Context: an optimization exercise on an open-source flow, tuned for small area. The choices shown serve that exercise and are no tape-out recipe. Only simulation tests tie the RTL to the original design; equivalence was not proved. Power and IR drop assume default switching activity.

Design pipeline, start of the top module:
module pipeline(
    input           clk,
    input           reset,
    input           stall,
    output[15:0]    iaddr,
    input[15:0]     idata,
    output[15:0]    daddr,
    output[15:0]    ddata_out,
    input[15:0]     ddata_in,
    output          dwrite_en,
    output          dread_en);
Size: about 870 cells after synthesis, about 210 flip-flops, ~85 I/O pins, roughly 11000 um2 of cells after synthesis.
==> flow/config.mk <==
export PLATFORM = sky130hd
export DESIGN_NAME = pipeline
export DESIGN_NICKNAME = pipeline
export VERILOG_FILES = /design/flow/design.v
export SDC_FILE = /design/flow/constraint.sdc
export NUM_CORES = 4
export LEC_CHECK = 0
export CAP_MARGIN = 20
export CORE_MARGIN = 2
export CORE_UTILIZATION = 40
export PLACE_DENSITY = 0.6
export SLEW_MARGIN = 20
==> flow/constraint.sdc <==
create_clock -name core_clock -period 12.0 [get_ports {clk}]
set_input_delay 2.4000 -clock core_clock [delete_from_list [all_inputs] [get_ports {clk}]]
set_output_delay 2.4000 -clock core_clock [all_outputs]
set_load 0.01 [all_outputs]
standard.sh (not shown) runs the stock make flow with config.mk's settings and CLKGATE_MAP_FILE= SYNTH_SCRIPT=/design/flow/synth_recipe.tcl, a recipe that flattens the netlist after the stock synthesis.
==> flow/flow/run.sh <==
#!/bin/bash
# Own layout flow: the standard flow (standard.sh) with one change in
# synthesis: ABC maps the logic with an area-oriented script
# (flow/abc_area.script) instead of ORFS's delay-oriented one. Everything
# before ABC (including flip-flop mapping) is the standard synthesis, so the
# registers, their names and their cells are the standard synthesis's.
set -euo pipefail
W=$(pwd)
HERE=$(cd "$(dirname "${BASH_SOURCE[0]}")" && pwd)

# ORFS's synth.tcl with the ABC script swapped right after its preamble.
awk -v abc="$HERE/abc_area.script" '
  { print }
  /^source \$::env\(SCRIPTS_DIR\)\/synth_preamble.tcl/ {
    print "lset abc_args 1 {" abc "}"
    print "puts \"Own flow: ABC script [lindex $abc_args 1]\""
  }' "$FLOW_HOME/scripts/synth.tcl" > "$W/own_synth.tcl"
grep -q "^lset abc_args 1" "$W/own_synth.tcl"

# synth_recipe.tcl (the standard synthesis wrapper), sourcing the copy above.
sed "s#source \$::env(SCRIPTS_DIR)/synth.tcl#source {$W/own_synth.tcl}#" \
  synth_recipe.tcl > "$W/own_synth_recipe.tcl"
grep -q "own_synth.tcl" "$W/own_synth_recipe.tcl"

# standard.sh, with the synthesis script replaced.
sed -E "s#SYNTH_SCRIPT=[^ ]+#SYNTH_SCRIPT=$W/own_synth_recipe.tcl#" standard.sh > "$W/own_standard.sh"
grep -q "own_synth_recipe.tcl" "$W/own_standard.sh"

bash "$W/own_standard.sh" finish > "$W/flow_make.log" 2>&1
test -s "$W/out/final.def"
==> flow/flow/abc_area.script <==
strash
ifraig
scorr
dc2
strash
&get -n
&st
&dch -f
&nf -a -R 1000
&put
The first run went through all stages and came out clean.
==> next run, changes <==
--- a/flow/flow/run.sh
+++ b/flow/flow/run.sh
@@ -1,7 +1,10 @@
 #!/bin/bash
-# Own layout flow: the standard flow (standard.sh) with one change in
-# synthesis: ABC maps the logic with an area-oriented script
-# (flow/abc_area.script) instead of ORFS's delay-oriented one. Everything
-# before ABC (including flip-flop mapping) is the standard synthesis, so the
-# registers, their names and their cells are the standard synthesis's.
+# Own layout flow: the standard flow (standard.sh) with these changes:
+#  - synthesis: ABC maps the logic with an area-oriented script
+#    (flow/abc_area.script) instead of ORFS's delay-oriented one. Everything
+#    before ABC (including flip-flop mapping) is the standard synthesis, so
+#    the registers, their names and their cells are the standard synthesis's.
+#  - placement: every input and output port still gets a buffer, but the
+#    smallest buffer cell (buf_1) rather than a delay buffer.
+#  - clock tree: larger sink clusters and no dummy loads.
 set -euo pipefail
@@ -28,2 +31,5 @@
 
+export BUFFER_PORTS_ARGS="-buffer_cell sky130_fd_sc_hd__buf_1"
+export CTS_ARGS="-sink_clustering_enable -repair_clock_nets -dont_use_dummy_load -sink_clustering_size 20 -sink_clustering_max_diameter 100"
+
 bash "$W/own_standard.sh" finish > "$W/flow_make.log" 2>&1
What happened:
- The new run ran to the end with no violations
- maximum frequency rose by 5.0%
- global-route usage shrinks by 0.31 points
- cell count drops by 2.2%
- sequential power hardly moves

Another version of the RTL of pipeline (not shown whole).
Size in the first run: about 810 cells after synthesis, about 10000 µm² of cells after synthesis.
## pipeline
module pipeline(
    input           clk,
    input           reset,
    input           stall,
    output[15:0]    iaddr,
    input[15:0]     idata,
    output[15:0]    daddr,
    output[15:0]    ddata_out,
    input[15:0]     ddata_in,
    output          dwrite_en,
    output          dread_en);
==> flow/config.mk <==
export PLATFORM = sky130hd
export DESIGN_NAME = pipeline
export DESIGN_NICKNAME = pipeline
export VERILOG_FILES = /design/flow/design.v
export SDC_FILE = /design/flow/constraint.sdc
export NUM_CORES = 4
export LEC_CHECK = 0
export CAP_MARGIN = 10
export CORE_MARGIN = 2
export CORE_UTILIZATION = 52
export PLACE_DENSITY = 0.72
export SLEW_MARGIN = 10
==> flow/constraint.sdc <==
create_clock -name core_clock -period 12.0 [get_ports {clk}]
set_input_delay 2.4000 -clock core_clock [delete_from_list [all_inputs] [get_ports {clk}]]
set_output_delay 2.4000 -clock core_clock [all_outputs]
set_load 0.01 [all_outputs]
==> flow/flow/run.sh <==
#!/bin/bash
# Own layout flow: the standard flow (standard.sh) with these changes:
#  - synthesis: ABC maps the logic with an area-oriented script
#    (flow/abc_area.script) instead of ORFS's delay-oriented one, and the
#    adder step (extract_fa to full/half adder cells) is skipped so that ABC
#    maps that logic too. The flip-flop mapping and everything else is the
#    standard synthesis, so the registers, their names and their cells are
#    the standard synthesis's.
#  - placement: every input and output port still gets a buffer, but the
#    smallest buffer cell (buf_1) rather than a delay buffer.
#  - clock tree: larger sink clusters and no dummy loads.
set -euo pipefail
W=$(pwd)
HERE=$(cd "$(dirname "${BASH_SOURCE[0]}")" && pwd)

# ORFS's synth.tcl with the ABC script swapped right after its preamble.
awk -v abc="$HERE/abc_area.script" '
  { print }
  /^source \$::env\(SCRIPTS_DIR\)\/synth_preamble.tcl/ {
    print "lset abc_args 1 {" abc "}"
    print "puts \"Own flow: ABC script [lindex $abc_args 1]\""
  }
  /^# Technology mapping of adders/ {
    print "set ::env(ADDER_MAP_FILE) {}"
  }' "$FLOW_HOME/scripts/synth.tcl" > "$W/own_synth.tcl"
grep -q "^lset abc_args 1" "$W/own_synth.tcl"
grep -q "^set ::env(ADDER_MAP_FILE) {}" "$W/own_synth.tcl"

# synth_recipe.tcl (the standard synthesis wrapper), sourcing the copy above.
sed "s#source \$::env(SCRIPTS_DIR)/synth.tcl#source {$W/own_synth.tcl}#" \
  synth_recipe.tcl > "$W/own_synth_recipe.tcl"
grep -q "own_synth.tcl" "$W/own_synth_recipe.tcl"

# standard.sh, with the synthesis script replaced.
sed -E "s#SYNTH_SCRIPT=[^ ]+#SYNTH_SCRIPT=$W/own_synth_recipe.tcl#" standard.sh > "$W/own_standard.sh"
grep -q "own_synth_recipe.tcl" "$W/own_standard.sh"

export BUFFER_PORTS_ARGS="-buffer_cell sky130_fd_sc_hd__buf_1"
export CTS_ARGS="-sink_clustering_enable -repair_clock_nets -dont_use_dummy_load -sink_clustering_size 28 -sink_clustering_max_diameter 110"

bash "$W/own_standard.sh" finish > "$W/flow_make.log" 2>&1
test -s "$W/out/final.def"
Scripts as last shown in full above: flow/flow/abc_area.script
Then changed:
--- a/flow/flow/run.sh
+++ b/flow/flow/run.sh
@@ -38,3 +38,3 @@
 export BUFFER_PORTS_ARGS="-buffer_cell sky130_fd_sc_hd__buf_1"
-export CTS_ARGS="-sink_clustering_enable -repair_clock_nets -dont_use_dummy_load -sink_clustering_size 28 -sink_clustering_max_diameter 110"
+export CTS_ARGS="-sink_clustering_enable -repair_clock_nets -dont_use_dummy_load -sink_clustering_size 25 -sink_clustering_max_diameter 100"
 
Settings changed: CORE_UTILIZATION 52 to 30, GPL_TIMING_DRIVEN from default to 0, PLACE_DENSITY 0.72 to 0.45.
Sequential cell count does not change.
Non-clock buffer count drops by 9.
Cell area climbs by 3.5%.
Via count drops by 2.3%.
Then changed:
Settings changed: GPL_TIMING_DRIVEN 0 to default.
Effect: The changed run completed with no timing, DRC or antenna violations; die area is unchanged; wire length is lower by 1.5%; maximum frequency is higher by 6.5%; final area is lower by about 0.33%; synthesized cell count is unchanged; setup slack improved by 0.66 ns; utilization is lower by 0.12 points; worst hold slack barely changes; critical path depth stays the same; cell count is higher by 1.3%; non-clock buffer count is higher by 16.

static timing again, ports no longer ideal:
How much do the figures lean on ideal ports? The routed layouts below were timed once more, with nothing changed but the port constraints. Step 1: set_driving_cell puts a clkbuf_16 on clk and a buf_2 on each other input, an assumption about the parent block. Step 2 adds t to the input delays and takes it off the output delays; t is the mean of the earliest and latest rising clock arrival at the registers after step 1. Input paths then give back, and output paths get back, about the clock's delay inside the block. a / b / c = ideal ports / drivers / drivers and shift; a / b = the first two.
| run | shift t [ns] | setup WS [ns] | worst setup path after step 2 | worst register clock-pin slew, ns | cell pins on the clock port's net |
|---|---|---|---|---|---|
| the first run of note 1 | 0.573 | 0.700 / 0.652 / 1.225 | register to output | 0.07 / 0.07 | 1 |
| the second run of note 1 | 0.518 | 1.236 / 1.191 / 1.708 | register to output | 0.09 / 0.09 | 1 |
| the first run of note 2 | 0.517 | 2.139 / 2.093 / 2.610 | register to output | 0.11 / 0.11 | 1 |
| the second run of note 2 | 0.524 | 1.291 / 1.241 / 1.765 | register to output | 0.10 / 0.10 | 1 |
| the third run of note 2 | 0.526 | 1.946 / 1.897 / 2.424 | register to output | 0.10 / 0.10 | 1 |
After both steps every run listed still meets setup and hold.
